This is an optimization exercise on Yosys and OpenROAD, whose aim is small area and a short achievable clock period, not a production implementation. Only simulation tests tie the RTL to the original design; equivalence was not proved. Power and IR drop assume default switching activity.

<file path="flow/design.v">
`timescale 1ns / 1ps
module FIFO(clk, rst, wr_en, rd_en, buf_in, buf_out, buf_empty, buf_full, fifo_counter);
input clk, rst, wr_en, rd_en;
input [7:0] buf_in;
output [7:0] buf_out;
output buf_empty, buf_full;
output [6:0] fifo_counter;
reg [7:0] buf_out;
reg buf_full;
reg not_empty;             
wire buf_empty = ~not_empty;
reg [6:0] fifo_counter;
reg [7:0] mem [0:63];
reg [7:0] sel_lo;
wire do_wr = wr_en & ~buf_full;
wire do_rd = rd_en & not_empty;
wire inc = do_wr & ~do_rd;
wire dec = do_rd & ~do_wr;
integer i;
always @(posedge clk) begin
    if (do_wr) begin
        mem[0] <= buf_in;
        for (i = 1; i < 64; i = i + 1)
            mem[i] <= mem[i-1];
    end
end
wire [7:0] lo0, sel_hi;
fifo_dec3 u_dlo (.a(fifo_counter[2:0]), .y(lo0));
fifo_dec3 u_dhi (.a(fifo_counter[5:3]), .y(sel_hi));
wire [7:0] lo_up = {lo0[6:0], lo0[7]};
wire [7:0] lo_dn = {lo0[0], lo0[7:1]};
always @(posedge clk) begin
    sel_lo <= inc ? lo_up : dec ? lo_dn : lo0;
end
wire [7:0] grp [0:7];
genvar g;
generate
    for (g = 0; g < 8; g = g + 1) begin : gm
        fifo_mux8 u_m (.sel(sel_lo),
            .d0(mem[(g*8+0+63)%64]), .d1(mem[(g*8+1+63)%64]), .d2(mem[(g*8+2+63)%64]), .d3(mem[(g*8+3+63)%64]),
            .d4(mem[(g*8+4+63)%64]), .d5(mem[(g*8+5+63)%64]), .d6(mem[(g*8+6+63)%64]), .d7(mem[(g*8+7+63)%64]),
            .y(grp[g]));
    end
endgenerate
wire [7:0] out_next;
fifo_mux9 u_mt (.sel(sel_hi & {8{do_rd}}), .hold(~do_rd),
    .d0(grp[0]), .d1(grp[1]), .d2(grp[2]), .d3(grp[3]),
    .d4(grp[4]), .d5(grp[5]), .d6(grp[6]), .d7(grp[7]), .d8(buf_out),
    .y(out_next));
always @(posedge clk or posedge rst) begin
    if (rst)
        buf_out <= 8'd0;
    else
        buf_out <= out_next;
end
wire [6:0] all1, all0;
wire full_up, ne_dn;
fifo_cnt_pre u_pre (.cnt(fifo_counter), .all1(all1), .all0(all0), .full_up(full_up), .ne_dn(ne_dn));
wire [6:0] tgl = ({7{inc}} & all1) | ({7{dec}} & all0);
always @(posedge clk or posedge rst) begin
    if (rst) begin
        fifo_counter <= 7'd0;
        not_empty <= 1'b0;
        buf_full <= 1'b0;
    end else begin
        fifo_counter <= fifo_counter ^ tgl;
        if (inc) begin
            not_empty <= 1'b1;
            buf_full <= full_up;
        end else if (dec) begin
            not_empty <= ne_dn;
            buf_full <= 1'b0;
        end
    end
end
endmodule
module fifo_dec3(a, y);
input [2:0] a;
output [7:0] y;
assign y = 8'd1 << a;
endmodule
module fifo_mux8(sel, d0, d1, d2, d3, d4, d5, d6, d7, y);
input [7:0] sel;
input [7:0] d0, d1, d2, d3, d4, d5, d6, d7;
output [7:0] y;
assign y = ({8{sel[0]}} & d0) | ({8{sel[1]}} & d1) | ({8{sel[2]}} & d2) | ({8{sel[3]}} & d3)
         | ({8{sel[4]}} & d4) | ({8{sel[5]}} & d5) | ({8{sel[6]}} & d6) | ({8{sel[7]}} & d7);
endmodule
module fifo_mux9(sel, hold, d0, d1, d2, d3, d4, d5, d6, d7, d8, y);
input [7:0] sel;
input hold;
input [7:0] d0, d1, d2, d3, d4, d5, d6, d7, d8;
output [7:0] y;
assign y = ({8{sel[0]}} & d0) | ({8{sel[1]}} & d1) | ({8{sel[2]}} & d2) | ({8{sel[3]}} & d3)
         | ({8{sel[4]}} & d4) | ({8{sel[5]}} & d5) | ({8{sel[6]}} & d6) | ({8{sel[7]}} & d7)
         | ({8{hold}} & d8);
endmodule
module fifo_cnt_pre(cnt, all1, all0, full_up, ne_dn);
input [6:0] cnt;
output [6:0] all1, all0;
output full_up, ne_dn;
genvar k;
assign all1[0] = 1'b1;
assign all0[0] = 1'b1;
generate
    for (k = 1; k < 7; k = k + 1) begin : pre
        assign all1[k] = &cnt[k-1:0];
        assign all0[k] = ~|cnt[k-1:0];
    end
endgenerate
assign full_up = (cnt == 7'd63);
assign ne_dn = (cnt != 7'd1);
endmodule
</file>
<file path="flow/config.mk">
export PLATFORM = sky130hd
export DESIGN_NAME = FIFO
export DESIGN_NICKNAME = FIFO
export VERILOG_FILES = /design/flow/design.v
export SDC_FILE = /design/flow/constraint.sdc
export NUM_CORES = 4
export LEC_CHECK = 0
export CAP_MARGIN = 20
export CORE_MARGIN = 2
export CORE_UTILIZATION = 65
export CTS_BUF_LIST = sky130_fd_sc_hd__clkbuf_16
export CTS_CLUSTER_DIAMETER = 100
export CTS_CLUSTER_SIZE = 30
export SETUP_SLACK_MARGIN = 2.85
export SLEW_MARGIN = 20
export SYNTH_HIERARCHICAL = 1
export SYNTH_MINIMUM_KEEP_SIZE = 0
</file>
<file path="flow/run.sh">
#!/bin/bash
# synth_recipe.tcl (not shown) runs the flow's synth.tcl, then flattens the netlist and writes it again
# the make line also repeats each setting of config.mk as NAME=value (left out here)
make -C /OpenROAD-flow-scripts/flow DESIGN_CONFIG=/design/flow/config.mk WORK_HOME=/design/flow/orfs CLKGATE_MAP_FILE= SYNTH_SCRIPT=/design/flow/synth_recipe.tcl finish
</file>
<file path="flow/constraint.sdc">
create_clock -name core_clock -period 5.0 [get_ports {clk}]
set_input_delay 1.0000 -clock core_clock [delete_from_list [all_inputs] [get_ports {clk}]]
set_output_delay 1.0000 -clock core_clock [all_outputs]
set_load 0.01 [all_outputs]
</file>
==> flow_summary.json, run 1 <==
{
  "htreeDepth": 1,
  "placed_area_um2": 20400,
  "num_vias": 10400,
  "yosysWarnings": 9,
  "avgSynthCellArea_um2": 18.8,
  "die-width_um": 180,
  "ys_seq_area_share_pct": 79.4,
  "finalSetupTns_ns": 0,
  "cts_tree": "done",
  "antenna_found_initial": 1,
  "postLayoutSetupSlackWorst_ns": 2.84,
  "fin_skew_ns": 0.0207,
  "relSlewSlack_pct": 37.1,
  "ant_nets": 0,
  "final_common_cell": "edfxtp_1",
  "combPwrFrac_pct": 25.7,
  "dieHeight_um": 180,
  "crit_buf_inv": 4,
  "worst_slew_pin_slew_ns": 0.942,
  "rsz0062_at_grt": "yes",
  "syn_area_um2": 20100,
  "numCtsBuffers": 21,
  "drtIter0Drc": 1258,
  "post-route-util_pct": 69.9,
  "root_buffer": "clkbuf_16",
  "vias_per_cell": 6.94,
  "dieArea_um2": 32400,
  "critPathKind": "input pin to flip-flop",
  "clkSlewWorstSetupHoldPaths_ns": 0.11,
  "finalCriticalPeriod_ns": 2.16,
  "power.total_mw": 10.5,
  "rows": 64,
  "core_area_um2": 30500,
  "p_sw_share_pct": 32.2,
  "start_util_pct": 65.9,
  "critPathArrivalTime_ns": 2.35,
  "post-route-cell-area_um2": 21300,
  "synthArstFlopShare_pct": 3.17,
  "numClockSinks": 537,
  "syn_inst": 1071,
  "avgRoutedWirePerCell_um": 27.8,
  "wl_um": 41500,
  "drive_above_1_share_pct": 13.6,
  "p_leak_nw": 6.94,
  "whs_ns": 0.453,
  "grt_max_degree": 91,
  "synth-seq-cells": 537,
  "crit_path_end_kind": "flip-flop",
  "dp_hpwl_um": 22000,
  "place_ws_ns": 1.35,
  "overflow": 0,
  "p_int_mw": 7.12,
  "critPathSlowestCell": "clkdlybuf4s50_1",
  "slew_violations": 0,
  "crit_fanout": 88,
  "hold_violations": 0,
  "period_share_pct": 43.3,
  "port-buffer-count": 28,
  "nets": 1101,
  "fmax_ghz": 0.462,
  "p_sw_mw": 3.38,
  "ys_types": 34,
  "crit_path_start_kind": "input pin",
  "crit_family": "buffers and inverters",
  "grt_usage_pct": 25.5,
  "firstDrtPassIters": 6,
  "grt_pass1_wl_um": 62500,
  "hold_path_class": "flip-flop to flip-flop",
  "seq_power_share_pct": 54.9,
  "area_growth_pct": 5.98,
  "vdd_drop_max_uv": 331,
  "n_fill_cell": 1925,
  "stdcell_count": 1497,
  "synth_edf_count": 512,
  "maxCapViolations": 0,
  "io_pins": 29,
  "status": "no timing/DRC/antenna violations",
  "clk_latency_ns": 0.55,
  "crit_required_ns": 5.19,
  "crit_chain": "clkdlybuf4s50_1, nand2b_4, clkinvlp_4, buf_12, buf_16",
  "synthFlopType": "edfxtp_1",
  "max-clock-path-buffers": 3,
  "power_density_nw_per_um2": 493,
  "place.gp.congestion": 0.758,
  "drc": 0,
  "p_clk_share_pct": 19.3,
  "first_global_vias": 9996,
  "post-place-cells": 1431,
  "max_stage_delay_ns": 0.50,
  "mostFrequentLayoutCells": "512 x edfxtp_1, 245 x a22oi_1, 65 x nand4_1, 30 x buf_4, 26 x a22oi_2",
  "setup_viol": 0
}
[path summary, 6_finish.rpt]
| check | start | to | slack (ns) | cells past startpoint |
|---|---|---|---|---|
| worst min-delay path | mem[38][2] | mem[39][2] | 0.45 | 0 |
| worst min register to register | mem[38][2] | mem[39][2] | 0.45 | 0 |
| worst max-delay path | wr_en | mem[0][6] | 2.84 | 5 |
| worst max register to register | sel_lo[0] | buf_out[0] | 2.96 | 6 |
| min in group asynchronous | rst | fifo_counter[2] | 0.94 | 2 |
| max in group asynchronous | rst | buf_out[0] | 3.41 | 2 |
[cell usage after synthesis, drive strengths merged, types with 3 or more instances]
| cell type | instances | area share (%) |
|---|---|---|
| a221oi | 8 | 0.60 |
| a222oi | 8 | 0.40 |
| a22o | 8 | 0.35 |
| a22oi | 271 | 11 |
| and2 | 3 | 0.10 |
| and3 | 11 | 0.35 |
| and3b | 6 | 0.30 |
| buf | 78 | 3.5 |
| clkbuf | 3 | 0.056 |
| dfrtp | 17 | 2.1 |
| dfxtp | 8 | 0.80 |
| edfxtp | 512 | 76 |
| ha | 3 | 0.19 |
| inv | 6 | 0.11 |
| mux2i | 8 | 0.40 |
| nand2 | 11 | 0.21 |
| nand3 | 8 | 0.20 |
| nand4 | 65 | 2.0 |
| nor3 | 6 | 0.15 |
| nor3b | 7 | 0.26 |
| o21ai | 9 | 0.22 |
| xnor2 | 7 | 0.30 |
[cells by family (layout without fill, tap and decap cells)]
logic type / count (synthesis) / count (layout) / synth area share (%)
and+or+nand+nor: 123 / 123 / 3.76
other: 1 / 3 / 0.0186
DFF: 537 / 537 / 79.4
xor gates and xnor gates: 7 / 7 / 0.305
adders and majority gates: 3 / 3 / 0.187
muxes: 8 / 8 / 0.398
buffers and inverters: 87 / 115 / 3.62
AOI/OAI and AO/OA: 305 / 305 / 12.4
[modules after synthesis, one instance, submodules excluded]
module        copies in the design  cell area (um2)  cells
FIFO                             1            16400    602
fifo_mux9                        1              423     49
fifo_mux8                        8              379     48
fifo_cnt_pre                     1              115     20
fifo_dec3                        2             65.1      8
[per-layer routing]
metal	vias up	global-route usage (%)	share of wire [%]
li1	4507	-	-
met1	5400	41.8	45
met2	445	37.5	45
met3	41	3.32	7.7
met4	0	5.04	1.6
met5	-	0	0
[registers in the layout (all words and copies together) (netlist names)]
| signal | cells |
|---|---|
| buf_full | 1 |
| buf_out | 8 |
| fifo_counter | 7 |
| mem | 512 |
| not_empty | 1 |
| sel_lo | 8 |
[what timing repair did]
item,CTS,global route
setup buffers,24,2
endpoints found under the hold margin,0,0
hold buffers,0,0
gates resized for setup,106,7
cloned,2,0
endpoints found under the setup margin,541,247
[final cells by class]
class	count	area, um2	share of cell area [%]
Sequential cell	537	16000	75.0
Multi-Input combinational cell	448	3450	16.2
Timing Repair Buffer	72	759	3.56
Clock buffer	21	526	2.47
Tap cell	396	495	2.32
Clock inverter	16	61.3	0.288
Inverter	6	30.0	0.141
Antenna cell	1	2.50	0.0117
[power by group through the flow]
stage                     clock network (mW)  logic [mW]  registers [mW]
after floorplan                            0        1.90            5.71
after global placement                     0        2.48            5.92
after detailed placement                   0        2.51            5.93
after CTS                               2.08        2.69            5.76
after global routing                    2.21        2.89            5.81
final                                   2.03        2.70            5.77
==> run 2, diff against run 1 <==
--- a/flow/config.mk
+++ b/flow/config.mk
@@ -11,5 +11,5 @@
 export CTS_BUF_LIST = sky130_fd_sc_hd__clkbuf_16
 export CTS_CLUSTER_DIAMETER = 100
-export CTS_CLUSTER_SIZE = 30
+export CTS_CLUSTER_SIZE = 26
 export SETUP_SLACK_MARGIN = 2.85
 export SLEW_MARGIN = 20
==> run 2 against run 1 <==
Total power rose by 2.0%. Area after synthesis unchanged. Flip-flop and latch count unchanged. Maximum frequency down 0.76%. Worst hold slack lost 0.00058 ns. Count of clock-buffer cells in the layout rose by 4. First-iteration DRC count grew 12%. Critical path type is now flip-flop to primary output. Largest cell class unchanged.
==> flow_summary.json, run 2 <==
{
  "synth_edf_count": 512,
  "finalSetupTns_ns": 0,
  "status": "no timing/DRC/antenna violations",
  "ys_types": 34,
  "max-clock-path-buffers": 3,
  "n_fill_cell": 1904,
  "p_int_mw": 7.27,
  "final_common_cell": "edfxtp_1",
  "critPathKind": "flip-flop to primary output",
  "io_pins": 29,
  "core_area_um2": 30500,
  "netlist.area_leader.share_pct": 76.4,
  "grt_pass1_wl_um": 62900,
  "maxCapViolations": 0,
  "grt_usage_pct": 25.6,
  "p_leak_nw": 7.04,
  "relSlewSlack_pct": 40.2,
  "finalCriticalPeriod_ns": 2.18,
  "critPathSlowestCell": "dfrtp_2",
  "period_share_pct": 43.6,
  "regArea_um2": 16000,
  "num_vias": 10500,
  "power.total_mw": 10.7,
  "netlist_top_cells_count": "512 x edfxtp_1, 245 x a22oi_1, 65 x nand4_1",
  "ys_seq_area_share_pct": 79.4,
  "max_stage_delay_ns": 0.47,
  "yosysMostFrequentCell": "edfxtp_1",
  "yosysWarnings": 9,
  "synthArstFlopShare_pct": 3.17,
  "die-width_um": 180,
  "htreeDepth": 1,
  "avgSynthCellArea_um2": 18.8,
  "syn_inst": 1071,
  "first_global_vias": 10100,
  "p_sw_share_pct": 32.2,
  "worst_slew_pin_slew_ns": 0.895,
  "place_ws_ns": 1.35,
  "p_clk_share_pct": 20.7,
  "drtIter0Drc": 1411,
  "drc": 0,
  "dp_hpwl_um": 22000,
  "critPathArrivalTime_ns": 1.18,
  "postLayoutSetupSlackWorst_ns": 2.82,
  "synthTopCellsByArea": "edfxtp_1 76%, a22oi_1 9.1%, buf_6 2.5%, dfrtp_1 2.1%, nand4_1 2.0%",
  "clkSlewWorstSetupHoldPaths_ns": 0.11,
  "p_sw_mw": 3.45,
  "antenna_found_initial": 1,
  "area_growth_pct": 6.93,
  "numCtsBuffers": 24,
  "crit_required_ns": 4.00,
  "hold_violations": 0,
  "wl_um": 42200,
  "overflow": 0,
  "root_buffer": "clkbuf_16",
  "hold_path_class": "flip-flop to flip-flop",
  "avgRoutedWirePerCell_um": 28.0,
  "drive_above_1_share_pct": 14.3,
  "rows": 64,
  "dieArea_um2": 32400,
  "power_density_nw_per_um2": 498,
  "setup_viol": 0,
  "seq_power_share_pct": 53.9,
  "largest_register_ffs": 512,
  "syn_area_um2": 20100,
  "ant_nets": 0,
  "clk_latency_ns": 0.56,
  "slew_violations": 0,
  "nets": 1109,
  "crit_path_end_kind": "primary output",
  "vdd_drop_max_uv": 351,
  "cts_tree": "done",
  "mostFrequentLayoutCells": "512 x edfxtp_1, 245 x a22oi_1, 65 x nand4_1, 34 x buf_4, 28 x clkbuf_16",
  "crit_buf_inv": 1,
  "multi_input_area_um2": 3450,
  "placed_area_um2": 20400,
  "port-buffer-count": 28,
  "fin_skew_ns": 0.0124,
  "firstDrtPassIters": 5,
  "post-route-cell-area_um2": 21500,
  "crit_path_start_kind": "flip-flop",
  "regToRegSetupSlack_ns": 2.93,
  "crit_chain": "buf_6",
  "synth-seq-cells": 537,
  "synthFlopType": "edfxtp_1",
  "vias_per_cell": 6.96,
  "regMostFlops": "mem",
  "dieHeight_um": 180,
  "yosys.area.top_type": "edfxtp_1",
  "grt_max_degree": 91,
  "crit_family": "flip-flops",
  "place.gp.congestion": 0.758,
  "rsz0062_at_grt": "yes",
  "start_util_pct": 65.9,
  "numClockSinks": 537,
  "crit_fanout": 2,
  "largest_registers": "mem: 512 flops, buf_out: 8 flops, sel_lo: 8 flops",
  "fmax_ghz": 0.459,
  "combPwrFrac_pct": 25.4
}
run 2: cell counts after synthesis:
No cell type changed its count.
run 2: cell type report:
type,count,area share (%)
clock buffers,25,2.91
repair buffers,77,3.90
multi-input cells,448,16.1
inverters,6,0.140
clock inverters,17,0.332
flip-flops and latches,537,74.3
well taps,396,2.30
diodes,1,0.0116
run 2: metal layers:
layer,GRT usage [%],up-vias,share of wire [%]
met2,37.5,475,45
met3,3.63,50,8.3
met5,0.148,-,0
met4,5.69,0,2.0
met1,41.7,5423,44
li1,-,4539,-
run 2: what timing repair did:
action / in CTS / in global routing
hold buffers: 0 / 0
gates cloned: 2 / 3
setup buffers: 25 / 3
setup endpoints to repair: 541 / 253
gates resized for setup: 107 / 6
run 2: cell families after synthesis:
group	Yosys count	synth area share [%]
xor+xnor	7	0.305
flops	537	79.4
simple gates	123	3.76
mux	8	0.398
buf+inv	87	3.62
fa+ha+maj	3	0.187
compound gates	305	12.4
other cells	1	0.0186
run 2: power groups by stage:
stage	clock, mW	sequential [mW]	combinational, mW
final	2.22	5.77	2.72
after CTS	2.27	5.76	2.69
after global placement	0	5.92	2.48
after global routing	2.41	5.81	2.90
after floorplan	0	5.71	1.90
after detailed placement	0	5.93	2.51
run 2: per-module statistics from Yosys (local to each module, per instance):
| module | cells | times used |
|---|---|---|
| fifo_mux9 | 49 | 1 |
| fifo_mux8 | 48 | 8 |
| FIFO | 602 | 1 |
| fifo_dec3 | 8 | 2 |
| fifo_cnt_pre | 20 | 1 |
run 2: through the flow:
step | utilization [%] | hold WS (ns) | cells
after floorplan | - | 0.427 | 1072
after CTS | 70.1 | 0.451 | 1500
after detailed placement | 66.8 | 0.434 | 1431
after global placement | 66.8 | 0.428 | 1431
final | 70.5 | 0.452 | 1507
after global routing | 70.5 | 0.458 | 1507
run 2: final timing paths:
kind                       cells past startpoint  startpoint               to
max in group asynchronous                      2         rst       buf_out[0]
setup reg to reg                               6   sel_lo[0]       buf_out[0]
min in group asynchronous                      2         rst  fifo_counter[6]
setup / recovery                               1  buf_out[1]       buf_out[1]
hold reg to reg                                0  mem[40][3]       mem[41][3]
hold / removal                                 0  mem[40][3]       mem[41][3]
==> run 3, diff against run 2 <==
--- a/flow/design.v
+++ b/flow/design.v
@@ -10,5 +10,6 @@
 reg not_empty;             
 wire buf_empty = ~not_empty;
-reg [6:0] fifo_counter;
+reg [5:0] cnt_lo;           
+wire [6:0] fifo_counter = {buf_full, cnt_lo};
 reg [7:0] mem [0:63];
 reg [7:0] sel_lo;
@@ -54,15 +55,15 @@
         buf_out <= out_next;
 end
-wire [6:0] all1, all0;
+wire [5:0] all1, all0;
 wire full_up, ne_dn;
-fifo_cnt_pre u_pre (.cnt(fifo_counter), .all1(all1), .all0(all0), .full_up(full_up), .ne_dn(ne_dn));
-wire [6:0] tgl = ({7{inc}} & all1) | ({7{dec}} & all0);
+fifo_cnt_pre u_pre (.cnt(cnt_lo), .all1(all1), .all0(all0), .full_up(full_up), .ne_dn(ne_dn));
+wire [5:0] tgl = ({6{inc}} & all1) | ({6{dec}} & all0);
 always @(posedge clk or posedge rst) begin
     if (rst) begin
-        fifo_counter <= 7'd0;
+        cnt_lo <= 6'd0;
         not_empty <= 1'b0;
         buf_full <= 1'b0;
     end else begin
-        fifo_counter <= fifo_counter ^ tgl;
+        cnt_lo <= cnt_lo ^ tgl;
         if (inc) begin
             not_empty <= 1'b1;
@@ -97,6 +98,6 @@
 endmodule
 module fifo_cnt_pre(cnt, all1, all0, full_up, ne_dn);
-input [6:0] cnt;
-output [6:0] all1, all0;
+input [5:0] cnt;
+output [5:0] all1, all0;
 output full_up, ne_dn;
 genvar k;
@@ -104,10 +105,10 @@
 assign all0[0] = 1'b1;
 generate
-    for (k = 1; k < 7; k = k + 1) begin : pre
+    for (k = 1; k < 6; k = k + 1) begin : pre
         assign all1[k] = &cnt[k-1:0];
         assign all0[k] = ~|cnt[k-1:0];
     end
 endgenerate
-assign full_up = (cnt == 7'd63);
-assign ne_dn = (cnt != 7'd1);
+assign full_up = &cnt;
+assign ne_dn = (cnt != 6'd1);
 endmodule
--- a/flow/config.mk
+++ b/flow/config.mk
@@ -11,5 +11,5 @@
 export CTS_BUF_LIST = sky130_fd_sc_hd__clkbuf_16
 export CTS_CLUSTER_DIAMETER = 100
-export CTS_CLUSTER_SIZE = 26
+export CTS_CLUSTER_SIZE = 30
 export SETUP_SLACK_MARGIN = 2.85
 export SLEW_MARGIN = 20
==> run 3 against run 2 <==
Sequential power about the same. Clock skew up 0.0042 ns. Synthesized cell count down 0.65%. Design area down 1.0%. Worst hold slack better by 0.00075 ns. Still clean on timing, DRC and antenna. Worst setup slack worse by 0.013 ns. Sequential share of layout area up 0.62 points.
==> flow_summary.json, run 3 <==
{
  "status": "no timing/DRC/antenna violations",
  "critPathKind": "flip-flop to primary output",
  "drc": 0,
  "maxCapViolations": 0,
  "netlist_top_cells_count": "512 x edfxtp_1, 244 x a22oi_1, 64 x nand4_1",
  "regToRegSetupSlack_ns": 2.96,
  "slew_violations": 0,
  "avgSynthCellArea_um2": 18.8,
  "post-route-util_pct": 69.8,
  "synth-seq-cells": 536,
  "hold_violations": 0,
  "rows": 64,
  "die-width_um": 180,
  "place_ws_ns": 1.41,
  "n_fill_cell": 1924,
  "io_pins": 29,
  "clk_latency_ns": 0.56,
  "crit_fanout": 3,
  "overflow": 0,
  "netlist.area_leader.share_pct": 76.7,
  "critPathArrivalTime_ns": 1.19,
  "crit_path_start_kind": "flip-flop",
  "fmax_ghz": 0.456,
  "stdcell_count": 1481,
  "avgRoutedWirePerCell_um": 27.7,
  "antenna_found_initial": 0,
  "dieArea_um2": 32300,
  "grt_pass1_wl_um": 62500,
  "grt_usage_pct": 25.3,
  "vias_per_cell": 6.98,
  "cts_tree": "done",
  "ant_nets": 0,
  "mostFrequentLayoutCells": "512 x edfxtp_1, 244 x a22oi_1, 64 x nand4_1, 26 x a22oi_2, 21 x clkbuf_16",
  "num_vias": 10300,
  "p_sw_share_pct": 31.8,
  "area_growth_pct": 6.20,
  "first_global_vias": 10000,
  "numClockSinks": 536,
  "p_sw_mw": 3.33,
  "crit_path_end_kind": "primary output",
  "rsz0062_at_grt": "yes",
  "regMostFlops": "mem",
  "yosysWarnings": 9,
  "syn_inst": 1064,
  "synthArstFlopShare_pct": 2.99,
  "root_buffer": "clkbuf_16",
  "synthTopCellsByArea": "edfxtp_1 77%, a22oi_1 9.1%, buf_6 2.4%, dfrtp_1 2.0%, nand4_1 2.0%",
  "ys_types": 36,
  "numCtsBuffers": 21,
  "p_leak_nw": 6.92,
  "dp_hpwl_um": 20700,
  "grt_max_degree": 75,
  "port-buffer-count": 28,
  "max-clock-path-buffers": 3,
  "period_share_pct": 43.9,
  "power.total_mw": 10.5,
  "clkSlewWorstSetupHoldPaths_ns": 0.11,
  "vdd_drop_max_uv": 398,
  "relSlewSlack_pct": 38.5,
  "ys_seq_area_share_pct": 79.5,
  "drtIter0Drc": 1436,
  "p_int_mw": 7.15,
  "largest_register_ffs": 512,
  "p_clk_share_pct": 19.9,
  "post-place-cells": 1423,
  "place.gp.congestion": 0.730,
  "whs_ns": 0.453,
  "power_density_nw_per_um2": 492,
  "finalCriticalPeriod_ns": 2.19,
  "synthFlopType": "edfxtp_1",
  "core_area_um2": 30500,
  "largest_registers": "mem: 512 flops, buf_out: 8 flops, sel_lo: 8 flops",
  "firstDrtPassIters": 6,
  "wl_um": 41000,
  "worst_slew_pin_slew_ns": 0.922,
  "yosys.area.top_type": "edfxtp_1",
  "hold_path_class": "flip-flop to flip-flop",
  "final_common_cell": "edfxtp_1",
  "hold_buffers": 0,
  "yosysMostFrequentCell": "edfxtp_1",
  "drive_above_1_share_pct": 13.3,
  "setup_viol": 0,
  "nets": 1088,
  "fin_skew_ns": 0.0166,
  "seq_power_share_pct": 55.2,
  "crit_required_ns": 4.00,
  "dieHeight_um": 180,
  "htreeDepth": 1,
  "start_util_pct": 65.7,
  "syn_area_um2": 20000,
  "synth_edf_count": 512,
  "diodes": 0,
  "combPwrFrac_pct": 24.9,
  "postLayoutSetupSlackWorst_ns": 2.81
}
-- run 3: changes by cell type in the layout (fill, tap and decap cells not counted), moves of 2 or more --
cell	before	now
buf_6	12	9
buf_4	34	20
nor3_1	6	4
buf_16	4	8
inv_1	19	15
clkbuf_16	28	21
buf_2	7	10
-- run 3: worst paths after layout --
check | startpoint | to | depth (start not counted)
worst max register to register | sel_lo[2] | buf_out[1] | 5
min in group asynchronous | rst | buf_out[3] | 2
max in group asynchronous | rst | cnt_lo[1] | 2
worst max-delay path | buf_full | buf_full | 2
worst min-delay path | mem[3][7] | mem[4][7] | 0
worst min register to register | mem[3][7] | mem[4][7] | 0
-- run 3: critical path: stages, from the launching register on --
cell	delay, ns
dfrtp_1	0.41
buf_6	0.13
buf_6	0.11
-- run 3: area by class of cell --
class,instances,area [um2],share of cell area (%)
Clock buffer,21,526,2.47
Tap cell,396,495,2.33
Inverter,5,26.3,0.123
Multi-Input combinational cell,443,3420,16.1
Timing Repair inverter,1,5.00,0.0235
Timing Repair Buffer,65,774,3.64
Sequential cell,536,16000,75.0
Clock inverter,14,78.8,0.370
-- run 3: repair_timing --
action	CTS	global route
pin swaps	0	0
setup endpoints to repair	533	70
resized for setup	97	8
cloned	7	0
buffers inserted	14	2
-- run 3: through the flow --
stage,cell area [um2],setup TNS (ns)
global route,21300,0
global placement,20400,0
finish,21300,0
detailed placement,20400,0
CTS,21200,0
floorplan,20100,-2212.64
-- run 3: per-module statistics from Yosys (local to each module, per instance) --
module | cell area (um2) | times used
FIFO | 16400 | 1
fifo_mux9 | 423 | 1
fifo_mux8 | 379 | 8
fifo_dec3 | 65.1 | 2
fifo_cnt_pre | 98.8 | 1
-- run 3: logic make-up (layout without fill, tap and decap cells) --
logic type	after synthesis	count (layout)	share of synthesized area [%]
flops	536	536	79.5
compound gates	304	304	12.4
simple gates	120	120	3.71
buf+inv	86	106	3.58
mux	8	8	0.399
xor+xnor	6	6	0.262
fa+ha+maj	3	3	0.187
other cells	1	2	0.0187
-- run 3: per-layer routing --
metal / up-vias / global-route usage, % / share of wire, %
met5: - / 0 / 0
li1: 4479 / - / -
met4: 0 / 4.26 / 1.5
met1: 5377 / 40.8 / 45
met2: 435 / 38.5 / 47
met3: 49 / 3.12 / 6.9
-- run 3: power by group through the flow --
stage	registers [mW]	clock network (mW)	logic [mW]
global route	5.82	2.28	2.82
CTS	5.78	2.13	2.58
global placement	5.94	0	2.44
finish	5.78	2.09	2.61
detailed placement	5.94	0	2.45
floorplan	5.70	0	1.91
==> run 4, diff against run 3 <==
==> flow/flow/run.sh (new file) <==
#!/bin/bash
# The standard layout, except that the input and output ports are
# buffered with buf_2 cells rather than the delay-cell buffer buffer_ports
# picks by default. make's full output goes to standard.log here; each ORFS
# step keeps its own log under orfs/logs/.
set -euo pipefail
bash standard.sh 'BUFFER_PORTS_ARGS=-buffer_cell sky130_fd_sc_hd__buf_2' finish > standard.log 2>&1
==> flow/standard.sh (new file) <==
#!/bin/bash
# synth_recipe.tcl (not shown) runs the flow's synth.tcl, then flattens the netlist and writes it again
# the make line also repeats each setting of config.mk as NAME=value (left out here)
make -C /OpenROAD-flow-scripts/flow DESIGN_CONFIG=/design/flow/config.mk WORK_HOME=/design/flow/orfs CLKGATE_MAP_FILE= SYNTH_SCRIPT=/design/flow/synth_recipe.tcl "${@:-finish}"
removed: flow/run.sh
==> run 4 against run 3 <==
Combinational power barely moved. Critical endpoint is now buf_out[5]. Final cell count rose by 0.20%. Synthesized cell count did not move.
==> flow_summary.json, run 4 <==
{
  "crit_path_start_kind": "flip-flop",
  "port-buffer-count": 28,
  "wl_um": 41500,
  "synth-seq-cells": 536,
  "avgSynthCellArea_um2": 18.8,
  "dp_hpwl_um": 21200,
  "mostFrequentLayoutCells": "512 x edfxtp_1, 244 x a22oi_1, 64 x nand4_1, 27 x buf_4, 26 x a22oi_2",
  "clk_latency_ns": 0.55,
  "period_share_pct": 42.6,
  "crit_required_ns": 4.00,
  "worst_slew_pin_slew_ns": 0.963,
  "hold_violations": 0,
  "power_density_nw_per_um2": 495,
  "r2r_end": "buf_out[4]",
  "ys_seq_area_share_pct": 79.5,
  "core_area_um2": 30500,
  "endpoint": "buf_out[5]",
  "synth_edf_count": 512,
  "regToRegSetupSlack_ns": 2.92,
  "finalCriticalPeriod_ns": 2.13,
  "crit_path_end_kind": "primary output",
  "dieArea_um2": 32300,
  "ys_types": 36,
  "path_depth": 1,
  "ant_nets": 0,
  "numClockSinks": 536,
  "cts_tree": "done",
  "start_util_pct": 65.7,
  "fmax_ghz": 0.470,
  "critPathArrivalTime_ns": 1.13,
  "firstDrtPassIters": 5,
  "crit_chain": "buf_2",
  "num_vias": 10300,
  "crit_buf_inv": 1,
  "netlist_top_cells_count": "512 x edfxtp_1, 244 x a22oi_1, 64 x nand4_1",
  "drc": 0,
  "grt_max_degree": 101,
  "crit_family": "flip-flops",
  "nets": 1090,
  "regArea_um2": 16000,
  "clkSlewWorstSetupHoldPaths_ns": 0.11,
  "hold_buffers": 0,
  "regMostFlops": "mem",
  "hold_depth": 0,
  "vdd_drop_max_uv": 540,
  "yosysWarnings": 9,
  "first_global_vias": 10100,
  "drive_above_1_share_pct": 14.2,
  "fin_skew_ns": 0.0125,
  "synthTopCellsByArea": "edfxtp_1 77%, a22oi_1 9.1%, buf_6 2.4%, dfrtp_1 2.0%, nand4_1 2.0%",
  "r2r_cells": 5,
  "multi_input_area_um2": 3420,
  "root_buffer": "clkbuf_16",
  "whs_ns": 0.456,
  "dieHeight_um": 180,
  "io_pins": 29,
  "max_stage_delay_ns": 0.43,
  "die-width_um": 180,
  "rsz0062_at_grt": "yes",
  "n_fill_cell": 1918,
  "grt_usage_pct": 25.1,
  "post-route-cell-area_um2": 21100,
  "netlist.area_leader.share_pct": 76.7,
  "numCtsBuffers": 21,
  "htreeDepth": 1,
  "avgRoutedWirePerCell_um": 28.0,
  "place.gp.congestion": 0.738,
  "grt_pass1_wl_um": 62100,
  "yosysMostFrequentCell": "edfxtp_1",
  "diodes": 0,
  "maxCapViolations": 0,
  "startpoint": "buf_out[5]",
  "critPathKind": "flip-flop to primary output",
  "crit_fanout": 2,
  "antenna_found_initial": 0,
  "placed_area_um2": 20200,
  "overflow": 0,
  "syn_area_um2": 20000,
  "critPathSlowestCell": "dfrtp_1",
  "status": "no timing/DRC/antenna violations",
  "synthArstFlopShare_pct": 2.99,
  "largest_registers": "mem: 512 flops, buf_out: 8 flops, sel_lo: 8 flops",
  "area_growth_pct": 5.46,
  "syn_inst": 1064,
  "max-clock-path-buffers": 3,
  "slew_violations": 0,
  "drtIter0Drc": 1280,
  "final_common_cell": "edfxtp_1",
  "largest_register_ffs": 512,
  "p_leak_nw": 6.89,
  "vias_per_cell": 6.97,
  "hold_path_class": "flip-flop to flip-flop",
  "synthFlopType": "edfxtp_1",
  "reg2reg_from": "sel_lo[6]",
  "post-route-util_pct": 69.3,
  "rows": 64,
  "yosys.area.top_type": "edfxtp_1",
  "setup_viol": 0,
  "relSlewSlack_pct": 35.8
}
[run 4: through the flow]
step                power [mW]  worst slack [ns]  TNS (ns)  cells
floorplan                 7.61             -4.83  -2212.64   1065
global placement          8.27              1.85         0   1424
detailed placement        8.31              1.82         0   1424
CTS                       10.5              2.74         0   1475
global route              10.9              2.82         0   1484
finish                    10.5              2.87         0   1484
[run 4: how the worst min path moves through the flow]
stage	startpoint	endpoint	slack (ns)
detailed placement	mem[43][3]	mem[44][3]	0.43
finish	mem[5][7]	mem[6][7]	0.46
global route	mem[8][4]	mem[9][4]	0.46
floorplan	mem[9][6]	mem[10][6]	0.43
CTS	mem[3][2]	mem[4][2]	0.46
global placement	mem[5][2]	mem[6][2]	0.43
[run 4: metal layers]
metal  GRT usage [%]  vias up  routed length, um
met5               0        -                  0
met4            5.82        0                895
met3            3.34       56               2960
met2            36.9      403              19000
met1            40.8     5414              18700
li1                -     4476                  -
[run 4: where the power goes]
group          switching (mW)  internal (mW)
Clock                    1.26          0.830
Combinational            1.61           1.02
Sequential              0.448           5.31
[run 4: Yosys stat by module (local to each module, per instance)]
module,times used,cell area [um2],flops+latches
fifo_mux8,8,379,0
fifo_dec3,2,65.1,0
fifo_cnt_pre,1,98.8,0
FIFO,1,16400,536
fifo_mux9,1,423,0
[run 4: cells by family (layout without fill, tap and decap cells)]
family          after synthesis  in the layout  synth area share [%]
xor+xnor                      6              6                 0.262
simple gates                120            120                  3.71
mux                           8              8                 0.399
compound gates              304            304                  12.4
flops                       536            536                  79.5
fa+ha+maj                     3              3                 0.187
other cells                   1              2                0.0187
buf+inv                      86            109                  3.58
[run 4: repair_timing]
item,in CTS,in global routing
hold endpoints to repair,0,0
gates cloned,3,1
gates resized for setup,15,9
endpoints found under the setup margin,425,157
buffers inserted,12,8
[run 4: layout make-up]
cell class / count / share of cell area (%)
Clock buffer: 21 / 2.49
Clock inverter: 15 / 0.391
Inverter: 5 / 0.124
Multi-Input combinational cell: 443 / 16.2
Sequential cell: 536 / 75.5
Tap cell: 396 / 2.34
Timing Repair Buffer: 66 / 2.93
Timing Repair inverter: 2 / 0.0473

## port drivers added, routing unchanged
No port has a modelled driver above. Below, the same layouts with a new extraction and two added sets of constraints. Step 1: set_driving_cell puts a clkbuf_16 on clk and a buf_2 on each other input, an assumption about the parent block. Step 2 adds t to the input delays and takes it off the output delays; t is the mean of the earliest and latest rising clock arrival at the registers after step 1. Input paths then give back, and output paths get back, about the clock's delay inside the block. Three values: no drivers, after step 1, after step 2; two values: the first two.
| run | t, ns | setup slack, ns | hold slack, ns | worst setup path at the end | slew at the worst register clock pin (ns) |
|---|---|---|---|---|---|
| run 1 | 0.595 | 2.836 / 2.785 / 2.271 | 0.453 / 0.453 / 0.453 | input to register | 0.12 / 0.12 |
| run 2 | 0.611 | 2.820 / 2.766 / 2.246 | 0.452 / 0.452 / 0.452 | input to register | 0.11 / 0.11 |
| run 3 | 0.601 | 2.807 / 2.751 / 2.270 | 0.453 / 0.453 / 0.453 | input to register | 0.12 / 0.12 |
| run 4 | 0.595 | 2.870 / 2.817 / 2.404 | 0.456 / 0.456 / 0.456 | input to register | 0.12 / 0.12 |
After both steps setup and hold are still met in every run listed. The setup slack of run 2, which loses most, moves by -0.054 ns with the drivers and by -0.574 ns with both steps.
